This is an optimization exercise on Yosys and OpenROAD, whose aim is small area, not a production implementation.
Function was checked by simulation only, so behaviour that the tests miss may differ from the original.
Power is estimated from default activity; no workload was simulated.

==> design.v <==
`timescale 1ns / 1ps
module i2c_regs (
	input  wire        clk,
	input  wire        rst_n,               
	input  wire        scl_i,
	output wire        scl_o,
	output wire        scl_t,
	input  wire        sda_i,
	output wire        sda_o,
	output wire        sda_t,
	input  wire        pll_lock,
	input  wire        second_pll_lock,
	input  wire        subg_delay_cflag,
	output wire        i2c_busy,
	output wire        i2c_addressed,
	output wire        i2c_bus_active,
	output reg         internal_rst,
	output reg         led_rst,
	output reg  [7:0]  ufl_p7_sel,
	output reg  [7:0]  ufl_p8_sel,
	output reg         subg_rx_invert,
	output reg         wifi_rx_invert,
	output reg         subg_sync_check_enable,
	output reg         wifi_sync_check_enable,
	output reg  [15:0] spi1_test_pattern,
	output reg  [15:0] spi2_test_pattern,
	output reg  [15:0] spi3_test_pattern,
	output reg  [15:0] spi4_test_pattern,
	output reg  [3:0]  spi_test_pattern_enable,
	output reg  [31:0] tx_lvds_test_pattern,
	output reg         tx_lvds_test_pattern_enable,
	output reg         subg_delay_loadn,
	output reg         subg_delay_move,
	output reg         subg_delay_direction
);
wire rst = !rst_n;
localparam [2:0]
    B_IDLE     = 3'd0,
    B_ADDRESS  = 3'd1,
    B_READ_1A  = 3'd2,    
    B_READ_1B  = 3'd3,    
    B_READ_2   = 3'd4,
    B_WRITE_1  = 3'd5,
    B_WRITE_2A = 3'd6,    
    B_WRITE_2B = 3'd7;    
reg [2:0] b_state, b_state_next;
localparam [2:0]
    S_IDLE    = 3'd0,
    S_ADDRESS = 3'd1,
    S_ACK     = 3'd2,
    S_WRITE_1 = 3'd3,
    S_WRITE_2 = 3'd4,
    S_READ_1  = 3'd5,
    S_READ_2  = 3'd6,
    S_READ_3  = 3'd7;
reg [2:0] s_state, s_state_next;
reg [7:0] s_data, s_data_next;
reg s_data_valid, s_data_valid_next;
reg s_out_valid, s_out_valid_next;        
reg s_mode_read, s_mode_read_next;
reg [2:0] s_bit_count, s_bit_count_next;
reg s_tready, s_tready_next;              
reg [7:0] m_tdata, m_tdata_next;          
reg m_tvalid, m_tvalid_next;
reg m_tlast, m_tlast_next;
reg [3:0] scl_filter, sda_filter;
reg scl_reg, sda_reg, last_scl_reg, last_sda_reg;
reg scl_o_reg, scl_o_next, sda_o_reg, sda_o_next;
reg bus_active_reg;
reg bus_addressed_reg, bus_addressed_next;
assign scl_o = scl_o_reg;
assign scl_t = scl_o_reg;
assign sda_o = sda_o_reg;
assign sda_t = sda_o_reg;
assign i2c_bus_active = bus_active_reg;
assign i2c_addressed = bus_addressed_reg;
wire scl_posedge = scl_reg && !last_scl_reg;
wire scl_negedge = !scl_reg && last_scl_reg;
wire start_bit = !sda_reg && last_sda_reg && scl_reg;
wire stop_bit = sda_reg && !last_sda_reg && scl_reg;
reg [7:0] data_mux;                       
wire       m_tready;      
wire       rd_valid;      
wire [7:0] rd_data;
always @* begin
    s_state_next = S_IDLE;
    s_data_next = s_data;
    s_data_valid_next = s_data_valid;
    s_out_valid_next = s_out_valid;
    s_mode_read_next = s_mode_read;
    s_bit_count_next = s_bit_count;
    s_tready_next = 1'b0;
    m_tdata_next = m_tdata;
    m_tvalid_next = m_tvalid && !m_tready;
    m_tlast_next = m_tlast;
    scl_o_next = scl_o_reg;
    sda_o_next = sda_o_reg;
    bus_addressed_next = bus_addressed_reg;
    if (start_bit || stop_bit) begin
        s_data_valid_next = 1'b0;
        s_out_valid_next = 1'b0;
        if (start_bit) s_bit_count_next = 3'd7;
        m_tlast_next = 1'b1;
        m_tvalid_next = s_out_valid;
        bus_addressed_next = 1'b0;
        s_state_next = start_bit ? S_ADDRESS : S_IDLE;
    end else begin
        case (s_state)
            S_IDLE: begin
                s_data_valid_next = 1'b0;
                s_out_valid_next = 1'b0;
                bus_addressed_next = 1'b0;
                s_state_next = S_IDLE;
            end
            S_ADDRESS: begin
                if (scl_posedge) begin
                    if (s_bit_count != 0) begin
                        s_bit_count_next = s_bit_count - 1;
                        s_data_next = {s_data[6:0], sda_reg};
                        s_state_next = S_ADDRESS;
                    end else if (s_data[6:0] == 7'h10) begin
                        s_mode_read_next = sda_reg;
                        bus_addressed_next = 1'b1;
                        s_state_next = S_ACK;
                    end else begin
                        s_state_next = S_IDLE;
                    end
                end else begin
                    s_state_next = S_ADDRESS;
                end
            end
            S_ACK: begin
                if (scl_negedge) begin
                    sda_o_next = 1'b0;
                    s_bit_count_next = 3'd7;
                    if (s_mode_read) begin
                        s_tready_next = 1'b1;
                        s_data_valid_next = 1'b0;
                        s_state_next = S_READ_1;
                    end else begin
                        s_state_next = S_WRITE_1;
                    end
                end else begin
                    s_state_next = S_ACK;
                end
            end
            S_WRITE_1: begin
                if (scl_negedge || !scl_o_reg) begin
                    sda_o_next = 1'b1;
                    if (m_tvalid && !m_tready) begin
                        scl_o_next = 1'b0;
                        s_state_next = S_WRITE_1;
                    end else begin
                        scl_o_next = 1'b1;
                        if (s_data_valid) begin
                            m_tdata_next = s_data;
                            m_tlast_next = 1'b0;
                        end
                        s_data_valid_next = 1'b0;
                        s_out_valid_next = s_data_valid;
                        s_state_next = S_WRITE_2;
                    end
                end else begin
                    s_state_next = S_WRITE_1;
                end
            end
            S_WRITE_2: begin
                if (scl_posedge) begin
                    s_data_next = {s_data[6:0], sda_reg};
                    if (s_bit_count != 0) begin
                        s_bit_count_next = s_bit_count - 1;
                        s_state_next = S_WRITE_2;
                    end else begin
                        m_tvalid_next = s_out_valid;
                        s_out_valid_next = 1'b0;
                        s_data_valid_next = 1'b1;
                        s_state_next = S_ACK;
                    end
                end else begin
                    s_state_next = S_WRITE_2;
                end
            end
            S_READ_1: begin
                if (s_tready && rd_valid) begin
                    s_data_next = rd_data;
                    s_data_valid_next = 1'b1;
                end else begin
                    s_tready_next = !s_data_valid;
                end
                if (scl_negedge || !scl_o_reg) begin
                    if (!s_data_valid) begin
                        scl_o_next = 1'b0;
                        s_state_next = S_READ_1;
                    end else begin
                        scl_o_next = 1'b1;
                        {sda_o_next, s_data_next} = {s_data, 1'b0};
                        if (s_bit_count != 0) begin
                            s_bit_count_next = s_bit_count - 1;
                            s_state_next = S_READ_1;
                        end else begin
                            s_state_next = S_READ_2;
                        end
                    end
                end else begin
                    s_state_next = S_READ_1;
                end
            end
            S_READ_2: begin
                if (scl_negedge) begin
                    sda_o_next = 1'b1;
                    s_state_next = S_READ_3;
                end else begin
                    s_state_next = S_READ_2;
                end
            end
            S_READ_3: begin
                if (scl_posedge) begin
                    if (sda_reg) begin
                        s_state_next = S_IDLE;
                    end else begin
                        s_bit_count_next = 3'd7;
                        s_tready_next = 1'b1;
                        s_data_valid_next = 1'b0;
                        s_state_next = S_READ_1;
                    end
                end else begin
                    s_state_next = S_READ_3;
                end
            end
        endcase
    end
end
always @(posedge clk) begin
    s_state <= s_state_next;
    s_data <= s_data_next;
    s_data_valid <= s_data_valid_next;
    s_out_valid <= s_out_valid_next;
    s_mode_read <= s_mode_read_next;
    s_bit_count <= s_bit_count_next;
    s_tready <= s_tready_next;
    m_tdata <= (b_state == B_READ_1A) ? data_mux : m_tdata_next;
    m_tvalid <= m_tvalid_next;
    m_tlast <= m_tlast_next;
    scl_filter <= {scl_filter[2:0], scl_i};
    sda_filter <= {sda_filter[2:0], sda_i};
    if (scl_filter == 4'b1111) scl_reg <= 1'b1;
    else if (scl_filter == 4'b0000) scl_reg <= 1'b0;
    if (sda_filter == 4'b1111) sda_reg <= 1'b1;
    else if (sda_filter == 4'b0000) sda_reg <= 1'b0;
    last_scl_reg <= scl_reg;
    last_sda_reg <= sda_reg;
    scl_o_reg <= scl_o_next;
    sda_o_reg <= sda_o_next;
    if (start_bit) bus_active_reg <= 1'b1;
    else if (stop_bit) bus_active_reg <= 1'b0;
    bus_addressed_reg <= bus_addressed_next;
    if (rst) begin
        s_state <= S_IDLE;
        s_data <= 8'd0;
        s_data_valid <= 1'b0;
        s_out_valid <= 1'b0;
        s_mode_read <= 1'b0;
        s_bit_count <= 3'd0;
        s_tready <= 1'b0;
        m_tdata <= 8'd0;
        m_tvalid <= 1'b0;
        m_tlast <= 1'b0;
        scl_filter <= 4'b1111;
        sda_filter <= 4'b1111;
        scl_reg <= 1'b1;
        sda_reg <= 1'b1;
        scl_o_reg <= 1'b1;
        sda_o_reg <= 1'b1;
        last_scl_reg <= 1'b1;
        last_sda_reg <= 1'b1;
        bus_active_reg <= 1'b0;
        bus_addressed_reg <= 1'b0;
    end
end
reg b_count, b_count_next;                
reg b_last;
reg [15:0] b_addr, b_addr_next;
reg b_ready, b_ready_next;
reg b_rd_valid, b_rd_valid_next;
assign m_tready = b_ready;
assign rd_valid = b_rd_valid;
assign rd_data = m_tdata;
assign i2c_busy = b_state != B_IDLE;
wire b_take = b_ready && m_tvalid;
always @* begin
    b_state_next = B_IDLE;
    b_count_next = b_count;
    b_rd_valid_next = 1'b0;
    b_ready_next = 1'b0;
    b_addr_next = b_addr;
    case (b_state)
        B_IDLE: begin
            if (m_tvalid) begin
                b_count_next = 1'b1;
                b_state_next = B_ADDRESS;
            end else if (s_tready && !b_rd_valid) begin
                b_state_next = B_READ_1A;
            end
        end
        B_ADDRESS: begin
            b_ready_next = 1'b1;
            if (b_take) begin
                if (b_count) b_addr_next[15:8] = m_tdata;
                else b_addr_next[7:0] = m_tdata;
                b_count_next = 1'b0;
                if (m_tlast) b_state_next = B_IDLE;
                else if (!b_count) b_state_next = B_WRITE_1;
                else b_state_next = B_ADDRESS;
            end else begin
                b_state_next = B_ADDRESS;
            end
        end
        B_READ_1A: begin
            b_state_next = B_READ_1B;
        end
        B_READ_1B: begin
            b_addr_next = b_addr + 16'd1;
            b_state_next = B_READ_2;
        end
        B_READ_2: begin
            if (m_tvalid || !bus_addressed_reg) begin
                b_state_next = B_IDLE;
            end else if (s_tready && !b_rd_valid) begin
                b_rd_valid_next = 1'b1;
                b_state_next = B_IDLE;
            end else begin
                b_state_next = B_READ_2;
            end
        end
        B_WRITE_1: begin
            b_ready_next = 1'b1;
            if (b_take) begin
                b_state_next = B_WRITE_2A;
            end else begin
                b_state_next = B_WRITE_1;
            end
        end
        B_WRITE_2A: begin
            b_state_next = B_WRITE_2B;
        end
        B_WRITE_2B: begin
            b_addr_next = b_addr + 16'd1;
            b_state_next = b_last ? B_IDLE : B_WRITE_1;
        end
    endcase
end
always @(posedge clk) begin
    b_state <= b_state_next;
    b_count <= b_count_next;
    if (b_take) b_last <= m_tlast;
    b_addr <= b_addr_next;
    b_ready <= b_ready_next;
    b_rd_valid <= b_rd_valid_next;
    if (rst) begin
        b_state <= B_IDLE;
        b_count <= 1'b0;
        b_last <= 1'b0;
        b_addr <= 16'd0;
        b_ready <= 1'b0;
        b_rd_valid <= 1'b0;
    end
end
wire hi_zero = b_addr[15:5] == 11'd0;
wire [22:0] dec;
genvar gi;
generate
	for (gi = 0; gi < 23; gi = gi + 1) begin : g_dec
		assign dec[gi] = hi_zero && b_addr[4:0] == gi;
	end
endgenerate
reg [7:0] reg0, reg1, reg2;
wire wr = (b_state == B_WRITE_2A) || (b_state == B_WRITE_2B);
wire [7:0] wdat = m_tdata;
always @(posedge clk) begin
	if (rst) begin
	  reg0 <= 8'h00;
	  reg1 <= 8'h00;
	  reg2 <= 8'h00;
	  internal_rst <= 1'b0;
	  led_rst <= 1'b0;
	  ufl_p7_sel <= 8'd7;
	  ufl_p8_sel <= 8'd8;
	  subg_rx_invert <= 1'b1;
	  wifi_rx_invert <= 1'b1;
	  spi1_test_pattern <= 16'hdead;
	  spi2_test_pattern <= 16'hbeef;
	  spi3_test_pattern <= 16'ha5a5;
	  spi4_test_pattern <= 16'h5a5a;
	  spi_test_pattern_enable <= 4'd0;
	  tx_lvds_test_pattern <= { 2'b10, 14'h3ffe, 2'b01, 14'h3fff };
	  tx_lvds_test_pattern_enable <= 1'b1;
	  subg_sync_check_enable <= 1'b1;
	  wifi_sync_check_enable <= 1'b1;
	  subg_delay_loadn <= 1'b0;
	  subg_delay_move <= 1'b0;
	  subg_delay_direction <= 1'b0;
	end
	else if (wr) begin
		if (dec[0]) reg0 <= wdat;
		if (dec[1]) reg1 <= wdat;
		if (dec[2]) reg2 <= wdat;
		if (dec[4]) {led_rst, internal_rst} <= wdat[1:0];
		if (dec[5]) ufl_p7_sel <= wdat;
		if (dec[6]) ufl_p8_sel <= wdat;
		if (dec[7]) {wifi_sync_check_enable, subg_sync_check_enable, wifi_rx_invert, subg_rx_invert} <= wdat[3:0];
		if (dec[8]) spi1_test_pattern[15:8] <= wdat;
		if (dec[9]) spi1_test_pattern[7:0] <= wdat;
		if (dec[10]) spi2_test_pattern[15:8] <= wdat;
		if (dec[11]) spi2_test_pattern[7:0] <= wdat;
		if (dec[12]) spi3_test_pattern[15:8] <= wdat;
		if (dec[13]) spi3_test_pattern[7:0] <= wdat;
		if (dec[14]) spi4_test_pattern[15:8] <= wdat;
		if (dec[15]) spi4_test_pattern[7:0] <= wdat;
		if (dec[16]) spi_test_pattern_enable <= wdat[3:0];
		if (dec[17]) tx_lvds_test_pattern[31:24] <= wdat;
		if (dec[18]) tx_lvds_test_pattern[23:16] <= wdat;
		if (dec[19]) tx_lvds_test_pattern[15:8] <= wdat;
		if (dec[20]) tx_lvds_test_pattern[7:0] <= wdat;
		if (dec[21]) tx_lvds_test_pattern_enable <= wdat[0];
		if (dec[22]) {subg_delay_direction, subg_delay_move, subg_delay_loadn} <= wdat[2:0];
	end
end
always @* begin
	data_mux = ({8{dec[0]}} & reg0)
	         | ({8{dec[1]}} & reg1)
	         | ({8{dec[2]}} & reg2)
	         | ({8{dec[3]}} & { 6'b0, second_pll_lock, pll_lock })
	         | ({8{dec[4]}} & { 6'b0, led_rst, internal_rst })
	         | ({8{dec[5]}} & ufl_p7_sel)
	         | ({8{dec[6]}} & ufl_p8_sel)
	         | ({8{dec[7]}} & { 4'b0, wifi_sync_check_enable, subg_sync_check_enable, wifi_rx_invert, subg_rx_invert })
	         | ({8{dec[8]}} & spi1_test_pattern[15:8])
	         | ({8{dec[9]}} & spi1_test_pattern[7:0])
	         | ({8{dec[10]}} & spi2_test_pattern[15:8])
	         | ({8{dec[11]}} & spi2_test_pattern[7:0])
	         | ({8{dec[12]}} & spi3_test_pattern[15:8])
	         | ({8{dec[13]}} & spi3_test_pattern[7:0])
	         | ({8{dec[14]}} & spi4_test_pattern[15:8])
	         | ({8{dec[15]}} & spi4_test_pattern[7:0])
	         | ({8{dec[16]}} & { 4'b0, spi_test_pattern_enable })
	         | ({8{dec[17]}} & tx_lvds_test_pattern[31:24])
	         | ({8{dec[18]}} & tx_lvds_test_pattern[23:16])
	         | ({8{dec[19]}} & tx_lvds_test_pattern[15:8])
	         | ({8{dec[20]}} & tx_lvds_test_pattern[7:0])
	         | ({8{dec[21]}} & {7'b0, tx_lvds_test_pattern_enable})
	         | ({8{dec[22]}} & {4'b0, subg_delay_cflag, subg_delay_direction, subg_delay_move, subg_delay_loadn})
	         | {8{~|dec}};
end
endmodule
==> flow/run.sh <==
#!/bin/bash
# Own layout flow: the standard synthesis, unchanged; then the
# combinational logic between the registers is re-mapped for area with ABC
# (registers, their names and cell types are kept; the new netlist is
# proven combinationally equivalent to the standard one with Yosys before it
# is used); then the standard ORFS layout with small port buffers and a
# clock tree with larger sink clusters and no dummy loads.
# Each tool's full output goes to a log file of its own in this folder.
set -euo pipefail
WORK=$(pwd)
FLOWDIR=$WORK/flow
YOSYS=$(command -v yosys || echo /OpenROAD-flow-scripts/tools/install/yosys/bin/yosys)
LIB=$FLOW_HOME/platforms/sky130hd/lib/sky130_fd_sc_hd__tt_025C_1v80.lib
RES=$WORK/orfs/results/$FLOW_PLATFORM/i2c_regs/base
source $FLOWDIR/knobs.sh

# 1. standard synthesis
bash standard.sh synth > log_1_synth.log 2>&1

# 2. area re-mapping of the combinational logic
cp $RES/1_2_yosys.v $WORK/std_synth.v
sed -e "s#@LIB@#$LIB#g" -e "s#@IN@#$WORK/std_synth.v#g" -e "s#@OUT@#$WORK/remap.v#g" \
    -e "s#@ABC@#$FLOWDIR/remap.abc#g" $FLOWDIR/remap.ys > $WORK/remap_run.ys
sed -e "s#@LIB@#$LIB#g" -e "s#@A@#$WORK/std_synth.v#g" -e "s#@B@#$WORK/remap.v#g" \
    $FLOWDIR/cec.ys > $WORK/cec_run.ys
if timeout 2400 $YOSYS -s $WORK/remap_run.ys > log_2_remap.log 2>&1 \
   && timeout 1200 $YOSYS -s $WORK/cec_run.ys > log_3_cec.log 2>&1; then
  echo "remapped netlist proven equivalent; using it" > remap_status.txt
  cp $WORK/remap.v $RES/1_2_yosys.v
  rm -f $RES/1_synth.odb
else
  echo "remap failed or not proven; keeping the standard netlist" > remap_status.txt
fi

# 3. layout
bash standard.sh "${KNOBS[@]}" finish > log_4_layout.log 2>&1
==> flow/cec.ys <==
# Combinational equivalence of the re-mapped netlist with the standard one,
# with the flip-flops (same names in both) as cut points.
read_liberty -ignore_miss_func @LIB@
read_verilog @A@
rename i2c_regs gold
read_verilog @B@
rename i2c_regs gate
hierarchy -check
flatten -noscopeinfo
opt_clean
rename -hide w:_*
equiv_make gold gate equiv
hierarchy -top equiv
equiv_simple
equiv_status -assert
==> flow/knobs.sh <==
KNOBS=(
  "BUFFER_PORTS_ARGS=-buffer_cell sky130_fd_sc_hd__buf_1"
  "CTS_ARGS=-sink_clustering_enable -repair_clock_nets -buf_list sky130_fd_sc_hd__clkbuf_8 -dont_use_dummy_load -sink_clustering_size 16 -sink_clustering_max_diameter 60"
)
==> flow/remap.abc <==
strash
&get -n
&deepsyn -T 120
&put
&get -n
&dch -f
&nf -p -R 1000
&put
topo
==> flow/remap.ys <==
# Re-map the combinational cells of the standard synthesis for area.
# Flip-flop cells are black boxes, so they keep their instance names and types.
read_liberty -ignore_miss_func @LIB@
read_verilog @IN@
hierarchy -top i2c_regs
blackbox sky130_fd_sc_hd__dfxtp_1 sky130_fd_sc_hd__dfxtp_2 sky130_fd_sc_hd__dfxtp_4 sky130_fd_sc_hd__edfxtp_1 sky130_fd_sc_hd__dfrtp_1 sky130_fd_sc_hd__dfstp_1 sky130_fd_sc_hd__dfxbp_1 sky130_fd_sc_hd__sdfxtp_1
flatten -noscopeinfo
rename -hide w:*.*
opt_clean -purge
# library cells back to black boxes with port directions for the mapped netlist
delete =sky130_fd_sc_hd__*
read_liberty -lib -ignore_miss_func @LIB@
hierarchy -top i2c_regs
abc -liberty @LIB@ -dont_use sky130_fd_sc_hd__probe_p_8 -dont_use sky130_fd_sc_hd__probec_p_8 -dont_use *lpflow* -script @ABC@ -D 10000
splitnets
opt_clean -purge
hilomap -singleton -hicell sky130_fd_sc_hd__conb_1 HI -locell sky130_fd_sc_hd__conb_1 LO
insbuf -buf sky130_fd_sc_hd__buf_4 A X
check -assert
tee -o remap_stat.txt stat -liberty @LIB@
write_verilog -noattr -nohex -nodec @OUT@
==> standard.sh <==
#!/bin/bash
# synth_recipe.tcl (not shown) runs the flow's synth.tcl, then flattens the netlist and writes it again
# the make line also repeats each setting of config.mk as NAME=value (left out here)
make -C /OpenROAD-flow-scripts/flow DESIGN_CONFIG=/design/flow/config.mk WORK_HOME=/design/flow/orfs CLKGATE_MAP_FILE= SYNTH_SCRIPT=/design/flow/synth_recipe.tcl "${@:-finish}"
==> config.mk <==
export PLATFORM = sky130hd
export DESIGN_NAME = i2c_regs
export DESIGN_NICKNAME = i2c_regs
export VERILOG_FILES = /design/flow/design.v
export SDC_FILE = /design/flow/constraint.sdc
export NUM_CORES = 4
export LEC_CHECK = 0
export CAP_MARGIN = 20
export CORE_MARGIN = 2
export CORE_UTILIZATION = 40
export SLEW_MARGIN = 20
==> constraint.sdc <==
create_clock -name core_clock -period 10.0 [get_ports {clk}]
set_input_delay 2.0000 -clock core_clock [delete_from_list [all_inputs] [get_ports {clk}]]
set_output_delay 2.0000 -clock core_clock [all_outputs]
set_load 0.01 [all_outputs]
==> impl_metrics.yaml, run 1 <==
global_route:
  grt_usage: 0.258
  grt_pass1_vias: 7566
  antenna_found_initial: 0
  overflow: 0
  grt_max_degree: 79
  grt_pass1_wl_mm: 44.7
detailed_routing:
  routed_wl_mm: 29.7
  vias: 8385
  first_iter_violations: 877
  routed_via_density: 5.99
  ant_nets: 0
  routedWlPerCell_um: 21.2
  dr.pass1.iters: 5
  drcViolationCount: 0
floorplanning:
  floorplan.core_area_um2: 20800
  die_h_um: 149
  io_pins: 140
  die_area_um2: 22200
  start_util: 0.405
  rows: 53
  die_x_um: 149
critical_path:
  critical_path.reg2reg.endpoint: "b_addr[15]$_SDFFE_PN0P_"
  cpMaxStageDelayCell: "dfxtp_1"
  path_cells: "nor3_1 -> clkinv_1 -> buf_1"
  worstReg2RegStart: "b_addr[0]$_SDFFE_PN0P_"
  crit_type: "reg -> out"
  slowest_delay_ps: 420
  crit_arrival_ps: 1620
  setup.worst_path.end: "i2c_busy"
  r2r_slack_ps: 6810
  cp-startpoint: "b_state[2]$_SDFF_PN0_"
  crit_fanout: 10
  start_kind: "flop"
  worst-r2r-cell-count: 12
  required_ps: 8000
  critPathCaptureType: "output pin"
sta:
  skew_ps: 49.4
  rsz0062_at_grt: "false"
  hold_slack_ps: 462
  finalHoldViolCount: 0
  worst_slew_pin_slew_ps: 990
  fmax_mhz: 276
  maxSlewViolCount: 0
  setup_viol: 0
  max-slew-margin-rel: 0.335
  period_share: 0.362
  setup_tns_ps: 0
  finalCriticalPeriod_ps: 3620
status:
  status: "timing/DRC/antenna clean"
power_and_ir_drop:
  intPower_uw: 1040
  vdd_ir_drop_max_v: 0.000115
  clkPwrFrac: 0.335
  pwr_density_cell_nw_per_um2: 140
  p_seq_frac: 0.640
  netSwitchingFraction: 0.229
  p_switching_uw: 309
  leakage_uw: 0.00316
  power.share.combinational: 0.025
synth:
  syn_area_per_cell_um2: 8.77
  syn_nets: 967
  synth_cells: 960
  synth.cell_area_um2: 8420
  yosys_warnings: 1
clock_tree:
  cts_tree: "built"
  cts-resized-gates: 0
  root_buffer: "clkbuf_8"
  cts_buffers: 19
  cts.clk_slew.worst_paths_ps: 100
  clock_latency_ps: 530
  h-tree-depth: 1
  cts.sinks: 217
  clock_path_buffers: 3
  postCtsSetupRepairBufs: 0
  cts_hold_repair.buffers: 0
place:
  portBuffers: 139
  dp_hpwl_mm: 21.6
  routabilityCongestion: 0.905
finish:
  diodes: 0
  largest_reg_flops: 32
  areaGrowthSynthToFinish_pct: 14.3
  drive_above_1_share: 0.0266
  regMostFlops: "tx_lvds_test_pattern"
  final_nets: 1135
hold_path:
  hold_path_class: "reg -> reg"
run:
  maxCapViolations: 0
-- worst min-delay path by stage --
stage               slack, ps                   end            startpoint  depth (start not counted)
floorplan                 420  reg2[6]$_SDFFE_PN0P_  reg2[6]$_SDFFE_PN0P_                          2
global route              480   b_last$_SDFFE_PN0P_   b_last$_SDFFE_PN0P_                          2
global placement          440  reg1[3]$_SDFFE_PN0P_  reg1[3]$_SDFFE_PN0P_                          2
detailed placement        440  reg2[0]$_SDFFE_PN0P_  reg2[0]$_SDFFE_PN0P_                          2
finish                    460  reg2[0]$_SDFFE_PN0P_  reg2[0]$_SDFFE_PN0P_                          2
CTS                       450  reg2[0]$_SDFFE_PN0P_  reg2[0]$_SDFFE_PN0P_                          2
-- power by group through the flow --
stage	sequential, uW	clock, uW	combinational [uW]
2_1_floorplan	886	0	17.1
3_3_place_gp	886	0	32.3
5_1_grt	867	496	36.5
6_report	866	453	34.0
4_1_cts	866	461	32.3
3_5_place_dp	886	0	32.2
-- worst max-delay path: cells and delay by family, from the launching register on --
family	cells	cell delay, ps
buf+inv	2	290
flops	1	420
simple gates	1	410
-- metrics by stage --
stage | util | setup slack [ps] | std cells | power [uW] | instance area, um2
after floorplan | - | 6640 | 960 | 903 | 8420
after global placement | 0.449 | 5790 | 1381 | 918 | 9340
after detailed placement | 0.449 | 5740 | 1381 | 918 | 9340
after CTS | 0.461 | 6290 | 1400 | 1360 | 9600
after global routing | 0.463 | 6220 | 1401 | 1400 | 9630
final | 0.463 | 6380 | 1401 | 1350 | 9630
-- layout make-up --
cell class                 instances  area, um2
clock buffer                      19        262
fill                            2141      11200
inverter                          14       52.6
multi-input combinational        727       4010
sequential                       217       4340
tap                              275        344
timing repair buffer             149        618
-- placed cells by master (no fill, tap or decap), types with 29 or more instances in the layout --
master,n
dfxtp_1,217
o21ai_0,95
nand2_1,105
nand3_1,29
nor2_1,133
nand2b_1,30
o22a_1,32
buf_1,138
nor3_1,30
a21oi_1,78
-- layer usage --
layer | up-vias | share of wire | track usage
met5 | - | 0 | 0
met4 | 0 | 0.033 | 0.0852
met3 | 58 | 0.077 | 0.0373
met2 | 398 | 0.46 | 0.417
met1 | 4008 | 0.43 | 0.357
li1 | 3921 | - | -
==> run 2, diff against run 1 <==
--- a/design.v
+++ b/design.v
@@ -59,12 +59,12 @@
 reg s_out_valid, s_out_valid_next;        
 reg s_mode_read, s_mode_read_next;
 reg [2:0] s_bit_count, s_bit_count_next;
-reg s_tready, s_tready_next;              
 reg [7:0] m_tdata, m_tdata_next;          
 reg m_tvalid, m_tvalid_next;
 reg m_tlast, m_tlast_next;
-reg [3:0] scl_filter, sda_filter;
-reg scl_reg, sda_reg, last_scl_reg, last_sda_reg;
+reg scl_reg, sda_reg;
+reg scl_n, sda_n;
+reg [1:0] scl_c, sda_c;
 reg scl_o_reg, scl_o_next, sda_o_reg, sda_o_next;
 reg bus_active_reg;
 reg bus_addressed_reg, bus_addressed_next;
@@ -74,11 +74,16 @@
 assign sda_t = sda_o_reg;
 assign i2c_bus_active = bus_active_reg;
 assign i2c_addressed = bus_addressed_reg;
-wire scl_posedge = scl_reg && !last_scl_reg;
-wire scl_negedge = !scl_reg && last_scl_reg;
-wire start_bit = !sda_reg && last_sda_reg && scl_reg;
-wire stop_bit = sda_reg && !last_sda_reg && scl_reg;
+wire scl_new = scl_n && !scl_c[1];
+wire sda_new = sda_n && !sda_c[1];
+wire scl_posedge = scl_reg && scl_new;
+wire scl_negedge = !scl_reg && scl_new;
+wire start_bit = !sda_reg && sda_new && scl_reg;
+wire stop_bit = sda_reg && sda_new && scl_reg;
+wire scl_e = scl_i ^ scl_reg, scl_sw = scl_n && scl_c[1];
+wire sda_e = sda_i ^ sda_reg, sda_sw = sda_n && sda_c[1];
 reg [7:0] data_mux;                       
+wire s_tready = s_state == S_READ_1 && !s_data_valid;
 wire       m_tready;      
 wire       rd_valid;      
 wire [7:0] rd_data;
@@ -89,7 +94,6 @@
     s_out_valid_next = s_out_valid;
     s_mode_read_next = s_mode_read;
     s_bit_count_next = s_bit_count;
-    s_tready_next = 1'b0;
     m_tdata_next = m_tdata;
     m_tvalid_next = m_tvalid && !m_tready;
     m_tlast_next = m_tlast;
@@ -134,7 +138,6 @@
                     sda_o_next = 1'b0;
                     s_bit_count_next = 3'd7;
                     if (s_mode_read) begin
-                        s_tready_next = 1'b1;
                         s_data_valid_next = 1'b0;
                         s_state_next = S_READ_1;
                     end else begin
@@ -184,8 +187,6 @@
                 if (s_tready && rd_valid) begin
                     s_data_next = rd_data;
                     s_data_valid_next = 1'b1;
-                end else begin
-                    s_tready_next = !s_data_valid;
                 end
                 if (scl_negedge || !scl_o_reg) begin
                     if (!s_data_valid) begin
@@ -219,7 +220,6 @@
                         s_state_next = S_IDLE;
                     end else begin
                         s_bit_count_next = 3'd7;
-                        s_tready_next = 1'b1;
                         s_data_valid_next = 1'b0;
                         s_state_next = S_READ_1;
                     end
@@ -237,18 +237,15 @@
     s_out_valid <= s_out_valid_next;
     s_mode_read <= s_mode_read_next;
     s_bit_count <= s_bit_count_next;
-    s_tready <= s_tready_next;
     m_tdata <= (b_state == B_READ_1A) ? data_mux : m_tdata_next;
     m_tvalid <= m_tvalid_next;
     m_tlast <= m_tlast_next;
-    scl_filter <= {scl_filter[2:0], scl_i};
-    sda_filter <= {sda_filter[2:0], sda_i};
-    if (scl_filter == 4'b1111) scl_reg <= 1'b1;
-    else if (scl_filter == 4'b0000) scl_reg <= 1'b0;
-    if (sda_filter == 4'b1111) sda_reg <= 1'b1;
-    else if (sda_filter == 4'b0000) sda_reg <= 1'b0;
-    last_scl_reg <= scl_reg;
-    last_sda_reg <= sda_reg;
+    scl_reg <= scl_reg ^ scl_sw;
+    scl_n <= scl_sw || (scl_e && scl_c == 2'b11);
+    scl_c <= {!scl_sw && scl_e && scl_c != 2'b00, scl_sw ? !scl_e : scl_e && !scl_c[0]};
+    sda_reg <= sda_reg ^ sda_sw;
+    sda_n <= sda_sw || (sda_e && sda_c == 2'b11);
+    sda_c <= {!sda_sw && sda_e && sda_c != 2'b00, sda_sw ? !sda_e : sda_e && !sda_c[0]};
     scl_o_reg <= scl_o_next;
     sda_o_reg <= sda_o_next;
     if (start_bit) bus_active_reg <= 1'b1;
@@ -261,18 +258,17 @@
         s_out_valid <= 1'b0;
         s_mode_read <= 1'b0;
         s_bit_count <= 3'd0;
-        s_tready <= 1'b0;
         m_tdata <= 8'd0;
         m_tvalid <= 1'b0;
         m_tlast <= 1'b0;
-        scl_filter <= 4'b1111;
-        sda_filter <= 4'b1111;
         scl_reg <= 1'b1;
         sda_reg <= 1'b1;
+        scl_n <= 1'b0;
+        sda_n <= 1'b0;
+        scl_c <= 2'b00;
+        sda_c <= 2'b00;
         scl_o_reg <= 1'b1;
         sda_o_reg <= 1'b1;
-        last_scl_reg <= 1'b1;
-        last_sda_reg <= 1'b1;
         bus_active_reg <= 1'b0;
         bus_addressed_reg <= 1'b0;
     end
==> flow/knobs.sh (replaced) <==
KNOBS=(
  "BUFFER_PORTS_ARGS=-buffer_cell sky130_fd_sc_hd__buf_1"
  "CTS_ARGS=-sink_clustering_enable -repair_clock_nets -buf_list sky130_fd_sc_hd__clkbuf_16 -dont_use_dummy_load -sink_clustering_size 30 -sink_clustering_max_diameter 60"
)
==> run 2 against run 1 <==
  * Count of clock-buffer cells in the layout decreased by 1
  * Sequential share of layout area decreased by 0.92 points
  * Critical path depth increased by 8
  * Total power increased by 14%
  * First-iteration DRC count increased by 19%
  * Fmax decreased by 5.4%
  * Die area decreased by 2.1%
  * Utilization increased by 1.2 points
  * Sequential power decreased by 1%
  * Wire length increased by 6.1%
  * Via count increased by 1.8%
  * Cell count decreased by 0.14%
  * Critical path type is now reg -> reg
==> impl_metrics.yaml, run 2 <==
clock_tree:
  clock_path_buffers: 3
  cts_tree: "built"
  cts.clk_slew.worst_paths_ps: 70
  cts_hold_repair.buffers: 0
  cts-resized-gates: 0
  clock_latency_ps: 530
  h-tree-depth: 1
  cts_buffers: 18
  cts.sinks: 212
  root_buffer: "clkbuf_16"
  postCtsSetupRepairBufs: 0
synth:
  synth_cells: 966
  syn_area_per_cell_um2: 8.53
  yosys_warnings: 1
  syn_nets: 973
  synth.cell_area_um2: 8240
critical_path:
  crit_arrival_ps: 4210
  critPathCaptureType: "flop"
  worstReg2RegStart: "b_addr[0]$_SDFFE_PN0P_"
  crit_top_cell: "and3_1"
  critical_path.reg2reg.endpoint: "b_addr[15]$_SDFFE_PN0P_"
  slowest_delay_ps: 590
  start_kind: "flop"
  cpMaxStageDelayCell: "nand2_1"
  crit_fanout: 17
  worst-r2r-cell-count: 11
  crit_type: "reg -> reg"
  r2r_slack_ps: 6170
  required_ps: 10380
  path_cells: "nand2_1 -> nor3_1 -> and3_1 -> and2_0 -> and3_1 -> and2_0 -> and3_1 -> and2_0 -> and3_1 -> nor3_1 -> a221oi_1"
global_route:
  grt_pass1_wl_mm: 47.7
  overflow: 0
  grt_max_degree: 79
  antenna_found_initial: 0
  grt_usage: 0.282
  grt_pass1_vias: 7759
finish:
  final_nets: 1138
  areaGrowthSynthToFinish_pct: 16.6
  final_common_cell: "dfxtp_1"
  largest_reg_flops: 32
  drive_above_1_share: 0.0257
  final_cell_mix: "dfxtp_1 (212), buf_1 (138), nor2_1 (130)"
  diodes: 0
  regMostFlops: "tx_lvds_test_pattern"
floorplanning:
  die_h_um: 148
  start_util: 0.407
  rows: 52
  die_area_um2: 21800
  floorplan.core_area_um2: 20200
  die_x_um: 148
  io_pins: 140
hold_path:
  whs_path_depth: 1
  worstHoldStart: "scl_c[0]$_SDFF_PN0_"
  min_to: "scl_c[0]$_SDFF_PN0_"
  hold_path_class: "reg -> reg"
detailed_routing:
  routedWlPerCell_um: 22.6
  drcViolationCount: 0
  vias: 8536
  dr.pass1.iters: 6
  routed_via_density: 6.10
  routed_wl_mm: 31.6
  first_iter_violations: 1048
  ant_nets: 0
sta:
  finalHoldViolCount: 0
  period_share: 0.383
  maxSlewViolCount: 0
  max-slew-margin-rel: 0.187
  rsz0062_at_grt: "false"
  finalCriticalPeriod_ps: 3830
  hold_slack_ps: 460
  setup_tns_ps: 0
  worst_slew_pin_slew_ps: 1210
  setup_ws_ps: 6170
  skew_ps: 61.5
  setup_viol: 0
  fmax_mhz: 261
run:
  maxCapViolations: 0
power_and_ir_drop:
  leakage_uw: 0.00317
  vdd_ir_drop_max_v: 0.0000938
  pwr_density_cell_nw_per_um2: 161
status:
  status: "timing/DRC/antenna clean"
place:
  place_ws_ps: 5700
  portBuffers: 139
  dp_hpwl_mm: 22.0
  routabilityCongestion: 0.923
==> run 2: area by class of cell <==
type,count,area (um2)
Tap cell,270,338
Multi-Input combinational cell,734,3920
Sequential cell,212,4240
Timing Repair Buffer,147,583
Inverter,18,67.6
Fill cell,2068,10600
Clock buffer,18,450
==> run 2: layer usage <==
layer	vias up	GRT usage	share of wire
li1	3893	-	-
met1	4106	0.423	0.44
met2	459	0.411	0.43
met3	78	0.0466	0.098
met4	0	0.0899	0.031
met5	-	0	0
==> run 2: how the worst max path moves through the flow <==
stage	startpoint	to	slack, ps
2_1_floorplan	rst_n	s_data[1]$_SDFFE_PN0P_	6330
3_3_place_gp	rst_n	s_data[7]$_SDFFE_PN0P_	5740
3_5_place_dp	rst_n	s_data[2]$_SDFFE_PN0P_	5700
4_1_cts	rst_n	s_data[2]$_SDFFE_PN0P_	6150
5_1_grt	b_addr[0]$_SDFFE_PN0P_	b_addr[15]$_SDFFE_PN0P_	5810
6_report	b_addr[0]$_SDFFE_PN0P_	b_addr[15]$_SDFFE_PN0P_	6170
==> run 2: critical path: cells and delay by family, from the launching register on <==
family	cells	cell delay [ps]
AO/OA/AOI/OAI	1	190
flip-flops	1	580
AND/OR/NAND/NOR	10	2960
==> run 2: power breakdown <==
group	total, uW	leakage, uW	internal (uW)	switching [uW]
clock	626	0.000222	319	308
combinational	62.6	0.00124	13.4	49.1
sequential	856	0.00171	849	7.14
total	1540	0.00317	1180	364
==> run 2: through the flow <==
step / area, um2 / utilization / total power [uW] / instances
floorplan: 8240 / - / 903 / 966
global placement: 9150 / 0.452 / 936 / 1381
detailed placement: 9150 / 0.452 / 936 / 1381
CTS: 9600 / 0.474 / 1550 / 1399
global route: 9610 / 0.475 / 1580 / 1399
finish: 9610 / 0.475 / 1540 / 1399
==> run 3, diff against run 2 <==
==> flow/knobs.sh (replaced) <==
KNOBS=(
  "BUFFER_PORTS_ARGS=-buffer_cell sky130_fd_sc_hd__buf_1"
  "CTS_ARGS=-sink_clustering_enable -repair_clock_nets -buf_list sky130_fd_sc_hd__clkbuf_8 -dont_use_dummy_load -sink_clustering_size 18 -sink_clustering_max_diameter 60"
)
==> run 3 against run 2 <==
  * Sequential power about the same
  * Largest power group unchanged
  * Cell count unchanged
  * Critical path type unchanged
  * Count of clock-buffer cells in the layout unchanged
  * Largest cell class unchanged
  * Die area unchanged
  * Total power down 12%
  * Sequential cell count unchanged
==> impl_metrics.yaml, run 3 <==
status:
  status: "timing/DRC/antenna clean"
critical_path:
  worst-r2r-cell-count: 11
  required_ps: 10400
  crit_type: "reg -> reg"
  r2r_slack_ps: 6170
  critPathCaptureType: "flop"
  crit_fanout: 17
  crit_arrival_ps: 4230
  start_kind: "flop"
global_route:
  grt_max_degree: 79
  grt_pass1_wl_mm: 47.5
  antenna_found_initial: 0
  grt_pass1_vias: 7764
  grt_usage: 0.280
  overflow: 0
sta:
  setup_viol: 0
  fmax_mhz: 261
  maxSlewViolCount: 0
  setup_tns_ps: 0
  rsz0062_at_grt: "false"
  finalHoldViolCount: 0
  skew_ps: 74.0
  period_share: 0.383
  max-slew-margin-rel: 0.202
  worst_slew_pin_slew_ps: 1180
  finalCriticalPeriod_ps: 3830
floorplanning:
  rows: 52
  die_h_um: 148
  die_x_um: 148
  floorplan.core_area_um2: 20200
  die_area_um2: 21800
  io_pins: 140
  start_util: 0.407
clock_tree:
  root_buffer: "clkbuf_8"
  cts_hold_repair.buffers: 0
  clock_latency_ps: 560
  cts-resized-gates: 0
  cts_buffers: 18
  postCtsSetupRepairBufs: 0
  h-tree-depth: 1
  clock_path_buffers: 3
  cts.sinks: 212
  cts.clk_slew.worst_paths_ps: 90
  cts_tree: "built"
power_and_ir_drop:
  intPower_uw: 1020
  netSwitchingFraction: 0.249
  leakage_uw: 0.00308
  power.share.combinational: 0.046
  p_seq_frac: 0.628
  p_switching_uw: 339
  total_power_uw: 1360
  clkPwrFrac: 0.326
  pwr_density_cell_nw_per_um2: 145
  vdd_ir_drop_max_v: 0.0000832
synth:
  synth.cell_area_um2: 8240
  synth_cells: 966
  syn_nets: 973
  syn_area_per_cell_um2: 8.53
  yosys_warnings: 1
hold_path:
  whs_path_depth: 1
  hold_path_class: "reg -> reg"
finish:
  final_common_cell: "dfxtp_1"
  instances_no_fill: 1399
  final_cell_mix: "dfxtp_1 (212), buf_1 (138), nor2_1 (130)"
  diodes: 0
  finalInstanceArea_um2: 9400
  areaGrowthSynthToFinish_pct: 14.1
  drive_above_1_share: 0.0257
  final_nets: 1138
  fin_util: 0.465
  regMostFlops: "tx_lvds_test_pattern"
  largest_reg_flops: 32
detailed_routing:
  routedWlPerCell_um: 22.5
  dr.pass1.iters: 7
  drcViolationCount: 0
  routed_wl_mm: 31.5
  first_iter_violations: 983
  vias: 8615
  routed_via_density: 6.16
  ant_nets: 0
run:
  maxCapViolations: 0
place:
  dp_hpwl_mm: 22.0
  routabilityCongestion: 0.923
  dp.cells: 1381
  portBuffers: 139
  dpl_cell_area_um2: 9150
[run 3: cell types whose count changed in the layout (fill, tap and decap cells not counted)]
cell and change:
clkbuf_16 -18, clkbuf_8 +18
[run 3: worst paths after layout]
check | from | endpoint
min reg2reg | scl_c[0]$_SDFF_PN0_ | scl_c[0]$_SDFF_PN0_
min | scl_c[0]$_SDFF_PN0_ | scl_c[0]$_SDFF_PN0_
max | b_addr[0]$_SDFFE_PN0P_ | b_addr[15]$_SDFFE_PN0P_
max reg2reg | b_addr[0]$_SDFFE_PN0P_ | b_addr[15]$_SDFFE_PN0P_
[run 3: through the flow]
stage / worst slack, ps / hold slack [ps]
floorplan: 6330 / 424
global placement: 5740 / 435
detailed placement: 5700 / 443
CTS: 6200 / 463
global route: 5800 / 475
finish: 6170 / 463
[run 3: routing by layer]
metal	vias up	share of wire	track usage
li1	3886	-	-
met1	4188	0.44	0.423
met2	466	0.43	0.411
met3	75	0.098	0.0407
met4	0	0.030	0.0889
met5	-	0	0
[run 3: power by group through the flow]
stage               clock, uW  sequential [uW]  combinational (uW)
floorplan                   0              872                30.8
global placement            0              875                60.5
detailed placement          0              875                60.6
CTS                       452              856                60.7
global route              483              857                65.4
finish                    445              856                62.6
[run 3: cell type report]
class / instances / area, um2
well taps: 270 / 338
flip-flops and latches: 212 / 4240
repair buffers: 147 / 583
inverters: 18 / 67.6
multi-input cells: 734 / 3920
fillers: 2086 / 10800
clock buffers: 18 / 248
[run 3: worst max-delay path: stages, from the launching register on]
cell	delay [ps]
dfxtp_1	590
nand2_1	580
nor3_1	590
and3_1	260
and2_0	250
and3_1	230
and2_0	260
and3_1	230
and2_0	260
and3_1	240
nor3_1	60
a221oi_1	190
==> run 4, diff against run 3 <==
==> flow/knobs.sh (replaced) <==
KNOBS=(
  "BUFFER_PORTS_ARGS=-buffer_cell sky130_fd_sc_hd__buf_1"
  "CTS_ARGS=-sink_clustering_enable -repair_clock_nets -buf_list sky130_fd_sc_hd__clkbuf_8 -dont_use_dummy_load -sink_clustering_size 16 -sink_clustering_max_diameter 60"
  "GPL_TIMING_DRIVEN=0"
  "SLEW_MARGIN=10"
  "CAP_MARGIN=10"
)
==> run 4 against run 3 <==
  * Die area stayed put
  * Via count is 2.3% lower
  * Clock power is 1% lower
  * Fmax is 8.1% lower
  * First-iteration DRC count is 18% higher
  * Still clean
  * Critical endpoint is now s_data[5]$_SDFFE_PN0P_
  * Area after synthesis stayed put
  * Largest power group unchanged
  * Largest cell class unchanged
==> impl_metrics.yaml, run 4 <==
finish:
  final_nets: 1137
  multiInputGateArea_um2: 3930
  diodes: 0
  final_common_cell: "dfxtp_1"
  areaGrowthSynthToFinish_pct: 14.4
  drive_above_1_share: 0.0266
  regMostFlops: "tx_lvds_test_pattern"
  final_cell_mix: "dfxtp_1 (212), buf_1 (138), nor2_1 (130)"
  fillers: 2091
  regArea_um2: 4240
  largest_reg_flops: 32
  finalInstanceArea_um2: 9420
sta:
  finalCriticalPeriod_ps: 4170
  setup_viol: 0
  finalHoldViolCount: 0
  max-slew-margin-rel: 0.0992
  worst_slew_pin_slew_ps: 1350
  maxSlewViolCount: 0
  skew_ps: 31.0
  setup_tns_ps: 0
  rsz0062_at_grt: "false"
  hold_slack_ps: 467
  fmax_mhz: 240
  period_share: 0.417
place:
  dpl_cell_area_um2: 9170
  routabilityCongestion: 0.917
  portBuffers: 139
  dp_hpwl_mm: 22.1
global_route:
  grt_pass1_wl_mm: 46.6
  overflow: 0
  grt_max_degree: 47
  grt_usage: 0.278
  grt_pass1_vias: 7545
  antenna_found_initial: 0
power_and_ir_drop:
  total_power_uw: 1360
  vdd_ir_drop_max_v: 0.000115
  pwr_density_cell_nw_per_um2: 144
  leakage_uw: 0.00309
clock_tree:
  clock_path_buffers: 3
  cts.clk_slew.worst_paths_ps: 100
  cts-resized-gates: 0
  cts_tree: "built"
  cts_buffers: 18
  clock_latency_ps: 530
  root_buffer: "clkbuf_8"
  cts.sinks: 212
  postCtsSetupRepairBufs: 0
  cts_hold_repair.buffers: 0
  h-tree-depth: 1
floorplanning:
  io_pins: 140
  die_x_um: 148
  rows: 52
  die_area_um2: 21800
  floorplan.core_area_um2: 20200
  start_util: 0.407
  die_h_um: 148
detailed_routing:
  routed_wl_mm: 31.2
  routedWlPerCell_um: 22.3
  dr.pass1.iters: 7
  routed_via_density: 6.02
  vias: 8414
  ant_nets: 0
  first_iter_violations: 1162
  drcViolationCount: 0
synth:
  syn_nets: 973
  yosys_warnings: 1
  synth.cell_area_um2: 8240
  synth_cells: 966
  syn_area_per_cell_um2: 8.53
critical_path:
  required_ps: 10380
  crit_fanout: 34
  start_kind: "input pin"
  crit_arrival_ps: 4560
  critPathCaptureType: "flop"
  crit_type: "in -> reg"
run:
  maxCapViolations: 0
status:
  status: "timing/DRC/antenna clean"
hold_path:
  hold_path_class: "reg -> reg"
-- run 4: cell types whose count changed in the layout (fill, tap and decap cells not counted), sizes merged --
cell,previous run,this run
clkbuf,19,18
-- run 4: cell type report --
class / count / share of cell area
Sequential cell: 212 / 0.450
Multi-Input combinational cell: 734 / 0.417
Timing Repair Buffer: 144 / 0.0621
Tap cell: 270 / 0.0358
Clock buffer: 18 / 0.0263
Inverter: 18 / 0.00717
Buffer: 2 / 0.00159
-- run 4: where the power goes --
group,switching [uW],internal [uW]
clock network,276,162
registers,6.41,848
logic,50.9,14.3
total,333,1030
-- run 4: final timing paths --
kind              slack (ps)  depth (start not counted)                      end                   start
hold / removal           470                          2     reg1[4]$_SDFFE_PN0P_    reg1[4]$_SDFFE_PN0P_
setup reg to reg        6240                         11  b_addr[15]$_SDFFE_PN0P_  b_addr[0]$_SDFFE_PN0P_
setup / recovery        5830                          7   s_data[5]$_SDFFE_PN0P_                   rst_n
hold reg to reg          470                          2     reg1[4]$_SDFFE_PN0P_    reg1[4]$_SDFFE_PN0P_
-- run 4: metal layers --
| metal | wire (um) | vias to the layer above | global-route usage |
|---|---|---|---|
| met4 | 1050 | 0 | 0.0846 |
| met5 | 0 | - | 0 |
| met2 | 13400 | 455 | 0.411 |
| met1 | 13600 | 4007 | 0.410 |
| met3 | 3100 | 71 | 0.0512 |
| li1 | - | 3881 | - |
-- run 4: through the flow --
| stage | util | setup WS, ps | std cells |
|---|---|---|---|
| global route | 0.466 | 5640 | 1398 |
| detailed placement | 0.453 | 5080 | 1379 |
| global placement | 0.450 | 3080 | 1375 |
| floorplan | - | 6330 | 966 |
| CTS | 0.465 | 5570 | 1397 |
| finish | 0.466 | 5830 | 1398 |
-- run 4: worst max-delay path, stage by stage --
cell and delay [ps]:
buf_2 530, nor2b_1 460, o21ai_0 170, nor2_1 570, nor3b_1 320, a222oi_1 380
clkinv_1 110
==> run 5, diff against run 4 <==
==> flow/knobs.sh (replaced) <==
KNOBS=(
  "BUFFER_PORTS_ARGS=-buffer_cell sky130_fd_sc_hd__buf_1"
  "CTS_ARGS=-sink_clustering_enable -repair_clock_nets -buf_list sky130_fd_sc_hd__clkbuf_8 -dont_use_dummy_load -sink_clustering_size 16 -sink_clustering_max_diameter 60"
)
==> run 5 against run 4 <==
  * Fmax grew 9.0%
  * Setup slack gained 350 ps
  * Non-clock buffer count grew 1
  * Register-to-register slack lost 70 ps
  * Clock skew grew 33 ps
  * Wire length grew 1.2%
  * Sequential share of layout area is essentially flat
  * Still clean on timing, DRC and antenna
  * Area after synthesis is the same
  * Utilization is essentially flat
  * Sequential cell count is the same
  * Worst hold slack lost 4.4 ps
  * Global-route usage grew 0.21 points
==> impl_metrics.yaml, run 5 <==
detailed_routing:
  first_iter_violations: 1040
  ant_nets: 0
  vias: 8584
  routed_via_density: 6.13
  drcViolationCount: 0
  routed_wl_mm: 31.5
  routedWlPerCell_um: 22.5
  dr.pass1.iters: 6
critical_path:
  start_kind: "flop"
  r2r_slack_ps: 6170
  critPathTopFamily: "simple AND/OR/NAND/NOR gates"
  crit_arrival_ps: 4250
  worstReg2RegStart: "b_addr[0]$_SDFFE_PN0P_"
  path_buf_inv: 0
  path_cells: "nand2_1 -> nor3_1 -> and3_1 -> and2_0 -> and3_1 -> and2_0 -> and3_1 -> and2_0 -> and3_1 -> nor3_1 -> a221oi_1"
  cpMaxStageDelayCell: "dfxtp_1"
  crit_top_cell: "and3_1"
  crit_type: "reg -> reg"
  required_ps: 10420
  slowest_delay_ps: 600
  crit_fanout: 17
  critPathCaptureType: "flop"
  cp-startpoint: "b_addr[0]$_SDFFE_PN0P_"
sta:
  rsz0062_at_grt: "false"
  fmax_mhz: 261
  skew_ps: 64.5
  max-slew-margin-rel: 0.179
  setup_viol: 0
  maxSlewViolCount: 0
  worst_slew_pin_slew_ps: 1220
  period_share: 0.383
  setup_tns_ps: 0
  finalCriticalPeriod_ps: 3830
  finalHoldViolCount: 0
synth:
  yosys_warnings: 1
  syn_area_per_cell_um2: 8.53
  synth.cell_area_um2: 8240
  synth_cells: 966
  syn_nets: 973
power_and_ir_drop:
  clkPwrFrac: 0.333
  p_switching_uw: 344
  power.share.combinational: 0.046
  leakage_uw: 0.00309
  pwr_density_cell_nw_per_um2: 146
  vdd_ir_drop_max_v: 0.0000944
  netSwitchingFraction: 0.250
  p_seq_frac: 0.621
  intPower_uw: 1030
  total_power_uw: 1380
hold_path:
  worstHoldStart: "scl_c[0]$_SDFF_PN0_"
  hold_path_class: "reg -> reg"
global_route:
  grt_pass1_wl_mm: 47.4
  use_met1: 0.423
  busiest_layer: "met1"
  use_met3: 0.0414
  grt_pass1_vias: 7768
  grt_max_degree: 79
  grt_use_met2: 0.411
  grt_usage: 0.280
  antenna_found_initial: 0
  overflow: 0
clock_tree:
  h-tree-depth: 1
  clock_path_buffers: 3
  cts_hold_repair.buffers: 0
  cts_tree: "built"
  clock_latency_ps: 560
  cts_buffers: 19
  root_buffer: "clkbuf_8"
  cts-resized-gates: 0
  cts.clk_slew.worst_paths_ps: 90
  cts.sinks: 212
  postCtsSetupRepairBufs: 0
place:
  routabilityCongestion: 0.923
  portBuffers: 139
  dpl_cell_area_um2: 9150
  dp_hpwl_mm: 22.0
finish:
  diodes: 0
  final_common_cell: "dfxtp_1"
  areaGrowthSynthToFinish_pct: 14.3
  drive_above_1_share: 0.0265
  final_cell_mix: "dfxtp_1 (212), buf_1 (138), nor2_1 (130)"
  finalInstanceArea_um2: 9420
  largest_reg_flops: 32
  final_nets: 1139
  regMostFlops: "tx_lvds_test_pattern"
  fillers: 2084
floorplanning:
  die_x_um: 148
  die_h_um: 148
  rows: 52
  floorplan.core_area_um2: 20200
  die_area_um2: 21800
  io_pins: 140
  start_util: 0.407
run:
  maxCapViolations: 0
status:
  status: "timing/DRC/antenna clean"
==> run 5: per-layer routing <==
| metal | share of wire | wire (um) |
|---|---|---|
| met5 | 0 | 0 |
| met4 | 0.030 | 959 |
| met3 | 0.099 | 3140 |
| met2 | 0.43 | 13500 |
| met1 | 0.44 | 14000 |
==> run 5: layout make-up <==
| cell class | instances | area, um2 | share of cell area |
|---|---|---|---|
| flip-flops and latches | 212 | 4240 | 0.451 |
| multi-input cells | 734 | 3920 | 0.417 |
| repair buffers | 147 | 583 | 0.0619 |
| well taps | 270 | 338 | 0.0359 |
| clock buffers | 19 | 262 | 0.0278 |
| inverters | 18 | 67.6 | 0.00718 |
==> run 5: power groups by stage <==
stage	sequential, uW	clock (uW)	combinational [uW]
5_1_grt	856	492	65.3
3_3_place_gp	875	0	60.5
4_1_cts	856	460	60.7
6_report	856	458	63.1
3_5_place_dp	875	0	60.6
2_1_floorplan	872	0	30.8
==> run 5: final timing paths <==
kind	end	depth (start not counted)
setup reg to reg	b_addr[15]$_SDFFE_PN0P_	11
hold reg to reg	scl_c[0]$_SDFF_PN0_	1
hold / removal	scl_c[0]$_SDFF_PN0_	1
setup / recovery	b_addr[15]$_SDFFE_PN0P_	11
==> run 5: metrics by stage <==
| step | instances | hold slack [ps] | worst slack [ps] | util |
|---|---|---|---|---|
| 2_1_floorplan | 966 | 424 | 6330 | - |
| 3_5_place_dp | 1381 | 443 | 5700 | 0.452 |
| 4_1_cts | 1400 | 463 | 6220 | 0.465 |
| 5_1_grt | 1400 | 475 | 5810 | 0.465 |
| 6_report | 1400 | 463 | 6170 | 0.465 |
| 3_3_place_gp | 1381 | 435 | 5740 | 0.452 |
==> run 5: worst reg2reg max path: stages, from the launching register on <==
cell,delay [ps]
dfxtp_1,600
nand2_1,590
nor3_1,580
and3_1,260
and2_0,250
and3_1,230
and2_0,260
and3_1,230
and2_0,250
and3_1,230
nor3_1,50
a221oi_1,190
==> run 6, diff against run 5 <==
==> flow/knobs.sh (replaced) <==
KNOBS=(
  "BUFFER_PORTS_ARGS=-buffer_cell sky130_fd_sc_hd__buf_1"
  "CTS_ARGS=-sink_clustering_enable -repair_clock_nets -buf_list sky130_fd_sc_hd__clkbuf_8 -dont_use_dummy_load -sink_clustering_size 17 -sink_clustering_max_diameter 50"
  "CORE_UTILIZATION=60"
  "PLACE_DENSITY=0.75"
)
==> run 6 against run 5 <==
  * Clock power shrank 3%
  * Die area shrank 33%
  * Synthesized cell count is the same
  * Cell count shrank 6.9%
  * Setup slack lost 740 ps
  * Total power shrank 1.2%
  * Highest routed layer unchanged
==> impl_metrics.yaml, run 6 <==
sta:
  fmax_mhz: 219
  worst_slew_pin_slew_ps: 1160
  skew_ps: 46.4
  finalCriticalPeriod_ps: 4570
  setup_viol: 0
  max-slew-margin-rel: 0.223
  finalHoldViolCount: 0
  maxSlewViolCount: 0
  rsz0062_at_grt: "false"
  setup_ws_ps: 5430
  setup_tns_ps: 0
  period_share: 0.457
critical_path:
  crit_fanout: 79
  start_kind: "input pin"
  crit_type: "in -> reg"
  worstReg2RegStart: "b_addr[0]$_SDFFE_PN0P_"
  required_ps: 10370
  crit_arrival_ps: 4940
  cp-startpoint: "rst_n"
  critPathCaptureType: "flop"
clock_tree:
  clock_latency_ps: 530
  cts_hold_repair.buffers: 0
  cts_tree: "built"
  cts_buffers: 19
  cts.sinks: 212
  root_buffer: "clkbuf_8"
  postCtsSetupRepairBufs: 0
  cts-resized-gates: 0
  clock_path_buffers: 3
  cts.clk_slew.worst_paths_ps: 100
  h-tree-depth: 1
place:
  dpl_cell_area_um2: 9010
  portBuffers: 139
  dp.cells: 1285
  dp_hpwl_mm: 20.1
  place_ws_ps: 5100
  routabilityCongestion: 0.953
power_and_ir_drop:
  p_seq_frac: 0.629
  pwr_density_cell_nw_per_um2: 147
  power.share.combinational: 0.043
  p_switching_uw: 329
  intPower_uw: 1030
  total_power_uw: 1360
  netSwitchingFraction: 0.242
  vdd_ir_drop_max_v: 0.000110
  clkPwrFrac: 0.328
  leakage_uw: 0.00308
global_route:
  antenna_found_initial: 0
  overflow: 0
  grt_usage: 0.383
  grt_pass1_wl_mm: 43.2
  grt_pass1_vias: 7717
  grt_max_degree: 80
hold_path:
  worstHoldStart: "sda_c[0]$_SDFF_PN0_"
  hold_path_class: "reg -> reg"
detailed_routing:
  routed_via_density: 6.69
  routed_wl_mm: 28.8
  first_iter_violations: 1379
  drcViolationCount: 0
  routedWlPerCell_um: 22.1
  vias: 8721
  ant_nets: 0
  dr.pass1.iters: 5
finish:
  largest_reg_flops: 32
  diodes: 0
  finalInstanceArea_um2: 9280
  final_common_cell: "dfxtp_1"
  final_cell_mix: "dfxtp_1 (212), buf_1 (138), nor2_1 (130)"
  drive_above_1_share: 0.0248
  instances_no_fill: 1304
  areaGrowthSynthToFinish_pct: 12.6
  final_nets: 1137
  regMostFlops: "tx_lvds_test_pattern"
floorplanning:
  rows: 42
  start_util: 0.617
  die_area_um2: 14700
  floorplan.core_area_um2: 13300
  die_h_um: 121
  io_pins: 140
  die_x_um: 121
synth:
  synth_cells: 966
  syn_area_per_cell_um2: 8.53
  synth.cell_area_um2: 8240
  syn_nets: 973
  yosys_warnings: 1
run:
  maxCapViolations: 0
status:
  status: "timing/DRC/antenna clean"
run 6: final cells by class:
class | count | area [um2]
clock buffer | 19 | 262
sequential | 212 | 4240
inverter | 18 | 67.6
fill | 1155 | 4070
multi-input combinational | 734 | 3920
tap | 176 | 220
timing repair buffer | 145 | 568
run 6: critical path, cell delays in order:
cell and delay [ps]:
clkbuf_2 80, buf_4 620, nor2b_1 440, nand2_1 90, nor3_1 810, nor3b_1 330, a222oi_1 390, clkinv_1 110
run 6: layer usage:
metal	vias to the layer above	part of all wire	track usage
met5	-	0	0
met4	0	0.048	0.162
met3	112	0.13	0.0888
met2	649	0.42	0.563
met1	4079	0.40	0.542
li1	3881	-	-
run 6: path summary, 6_finish.rpt:
| path | slack (ps) | to | depth (start not counted) |
|---|---|---|---|
| setup / recovery | 5430 | s_data[3]$_SDFFE_PN0P_ | 8 |
| hold / removal | 460 | sda_c[1]$_SDFF_PN0_ | 2 |
| setup reg to reg | 6230 | b_addr[15]$_SDFFE_PN0P_ | 11 |
| hold reg to reg | 460 | sda_c[1]$_SDFF_PN0_ | 2 |
run 6: stage by stage:
| stage | utilization | hold slack, ps |
|---|---|---|
| floorplan | - | 424 |
| global placement | 0.675 | 433 |
| detailed placement | 0.675 | 442 |
| CTS | 0.695 | 463 |
| global route | 0.695 | 493 |
| finish | 0.695 | 463 |
run 6: power groups by stage:
stage / Clock (uW) / Combinational [uW] / Sequential [uW]
6_report: 446 / 59.1 / 856
3_3_place_gp: 0 / 56.1 / 875
3_5_place_dp: 0 / 56.1 / 875
5_1_grt: 472 / 62.5 / 857
2_1_floorplan: 0 / 30.8 / 872
4_1_cts: 443 / 56.3 / 855
==> run 7, diff against run 6 <==
==> flow/knobs.sh (replaced) <==
KNOBS=(
  "BUFFER_PORTS_ARGS=-buffer_cell sky130_fd_sc_hd__buf_1"
  "CTS_ARGS=-sink_clustering_enable -repair_clock_nets -buf_list sky130_fd_sc_hd__clkbuf_4 -dont_use_dummy_load -sink_clustering_size 9 -sink_clustering_max_diameter 35"
  "CORE_UTILIZATION=60"
  "PLACE_DENSITY=0.75"
)
==> run 7 against run 6 <==
  * Still clean on timing, DRC and antenna
  * Combinational power about the same
  * Wire length is 0.11% higher
  * Die area did not move
  * Critical path depth stayed put
  * Setup slack better by 180 ps
  * Cell count is 1.4% higher
  * Via count increased by 0.95%
  * Non-clock buffer count did not move
  * Clock skew grew 10 ps
  * Register-to-register slack about the same
  * Critical path type unchanged
  * Largest power group unchanged
==> impl_metrics.yaml, run 7 <==
synth:
  syn_nets: 973
  syn_area_per_cell_um2: 8.53
  synth.cell_area_um2: 8240
  synth_cells: 966
  yosys_warnings: 1
finish:
  areaGrowthSynthToFinish_pct: 12.8
  drive_above_1_share: 0.0393
  final_nets: 1154
  largest_reg_flops: 32
  regMostFlops: "tx_lvds_test_pattern"
  fin_util: 0.696
  final_cell_mix: "dfxtp_1 (212), buf_1 (138), nor2_1 (130)"
  final_common_cell: "dfxtp_1"
clock_tree:
  h-tree-depth: 2
  cts.sinks: 212
  cts_hold_repair.buffers: 0
  cts.clk_slew.worst_paths_ps: 90
  cts-resized-gates: 0
  root_buffer: "clkbuf_4"
  cts_buffers: 36
  clock_latency_ps: 640
  cts_tree: "built"
  postCtsSetupRepairBufs: 0
  clock_path_buffers: 3
detailed_routing:
  first_iter_violations: 1413
  routedWlPerCell_um: 21.8
  drcViolationCount: 0
  routed_wl_mm: 28.8
  dr.pass1.iters: 7
  ant_nets: 0
  routed_via_density: 6.66
  vias: 8804
hold_path:
  hold_path_class: "reg -> reg"
floorplanning:
  die_area_um2: 14700
  die_x_um: 121
  floorplan.core_area_um2: 13300
  rows: 42
  io_pins: 140
  start_util: 0.617
  die_h_um: 121
sta:
  hold_slack_ps: 464
  finalHoldViolCount: 0
  setup_viol: 0
  setup_ws_ps: 5610
  finalCriticalPeriod_ps: 4390
  max-slew-margin-rel: 0.176
  maxSlewViolCount: 0
  setup_tns_ps: 0
  rsz0062_at_grt: "false"
  fmax_mhz: 228
  worst_slew_pin_slew_ps: 1230
  period_share: 0.439
  skew_ps: 56.3
critical_path:
  start_kind: "input pin"
  cpMaxStageDelayCell: "nor3_1"
  required_ps: 10490
  path_buf_inv: 3
  crit_fanout: 79
  crit_arrival_ps: 4880
  slowest_delay_ps: 800
  critPathCaptureType: "flop"
  critPathTopFamily: "simple AND/OR/NAND/NOR gates"
  crit_type: "in -> reg"
  path_cells: "clkbuf_2 -> buf_4 -> nor2b_1 -> nand2_1 -> nor3_1 -> nor3b_1 -> a222oi_1 -> clkinv_1"
global_route:
  overflow: 0
  grt_pass1_vias: 7733
  grt_pass1_wl_mm: 43.5
  grt_max_degree: 80
  grt_usage: 0.388
  antenna_found_initial: 2
power_and_ir_drop:
  total_power_uw: 1370
  intPower_uw: 1030
  leakage_uw: 0.00311
  clkPwrFrac: 0.333
  p_switching_uw: 344
  power.share.combinational: 0.043
  p_seq_frac: 0.624
  pwr_density_cell_nw_per_um2: 148
  netSwitchingFraction: 0.251
  vdd_ir_drop_max_v: 0.000109
run:
  maxCapViolations: 0
place:
  portBuffers: 139
  place_ws_ps: 5100
  dp_hpwl_mm: 20.1
  routabilityCongestion: 0.953
status:
  status: "timing/DRC/antenna clean"
-- run 7: cell count changes in the layout (fill, tap and decap cells not counted), sizes merged --
| cell | previous run | this run |
|---|---|---|
| clkbuf | 20 | 37 |
| diode | 0 | 1 |
-- run 7: cell type report --
class | count | area [um2]
multi-input combinational | 734 | 3920
clock buffer | 36 | 270
sequential | 212 | 4240
inverter | 18 | 67.6
antenna | 1 | 2.50
fill | 1168 | 4060
tap | 176 | 220
timing repair buffer | 145 | 568
-- run 7: worst paths after layout --
path	from	endpoint	slack (ps)	cells past startpoint
setup / recovery	rst_n	s_data[3]$_SDFFE_PN0P_	5610	8
hold reg to reg	reg2[2]$_SDFFE_PN0P_	reg2[2]$_SDFFE_PN0P_	460	2
setup reg to reg	b_addr[0]$_SDFFE_PN0P_	b_addr[15]$_SDFFE_PN0P_	6230	11
hold / removal	reg2[2]$_SDFFE_PN0P_	reg2[2]$_SDFFE_PN0P_	460	2
-- run 7: through the flow --
step           std cells  instance area (um2)
4_1_cts             1321                 9280
5_1_grt             1322                 9290
3_5_place_dp        1285                 9010
3_3_place_gp        1285                 9010
6_report            1322                 9290
2_1_floorplan        966                 8240
-- run 7: worst register-to-register path, delay by kind of cell, from the launching register on --
| family | cells | cell delay [ps] |
|---|---|---|
| and+or+nand+nor | 10 | 2940 |
| DFF | 1 | 530 |
| AOI/OAI and AO/OA | 1 | 200 |
-- run 7: power groups by stage --
stage / Clock [uW] / Sequential (uW) / Combinational (uW)
final: 456 / 856 / 59.3
after global routing: 484 / 856 / 62.5
after CTS: 452 / 855 / 56.2
after detailed placement: 0 / 875 / 56.1
after global placement: 0 / 875 / 56.1
after floorplan: 0 / 872 / 30.8
-- run 7: per-layer routing --
layer	part of all wire	routed length [um]	up-vias	global-route usage
li1	-	-	3940	-
met1	0.39	11400	4130	0.547
met2	0.42	12200	632	0.559
met3	0.14	4000	100	0.111
met4	0.044	1260	2	0.159
met5	0.00035	10	-	0

==> afterwards: timing with drivers on the ports <==
The flow's constraints put no driver on any port. The routed layouts listed below were extracted and timed again, unchanged, in two steps.
Step 1: set_driving_cell puts a clkbuf_16 on clk and a buf_2 on each other input, an assumption about the parent block.
Step 2 also shifts input and output timing later by t, the mid clock arrival at the registers, as if the neighbouring blocks saw the same clock.
Slacks: no drivers / after step 1 / after step 2; pairs: no drivers / after step 1.
run	shift t [ns]	setup WS [ns]	worst setup path after step 2
run 1	0.546	6.378 / 6.336 / 6.129	input to register
run 2	0.546	6.171 / 6.171 / 5.890	input to register
run 3	0.560	6.165 / 6.165 / 5.908	input to register
run 4	0.552	5.826 / 5.846 / 5.293	input to register
run 5	0.568	6.172 / 6.172 / 5.904	input to register
run 6	0.549	5.431 / 5.450 / 4.901	input to register
run 7	0.656	5.612 / 5.629 / 4.973	input to register
After both steps setup and hold are still met in every run listed. The setup slack of run 7, which loses most, moves by +0.017 ns with the drivers and by -0.639 ns with both steps.
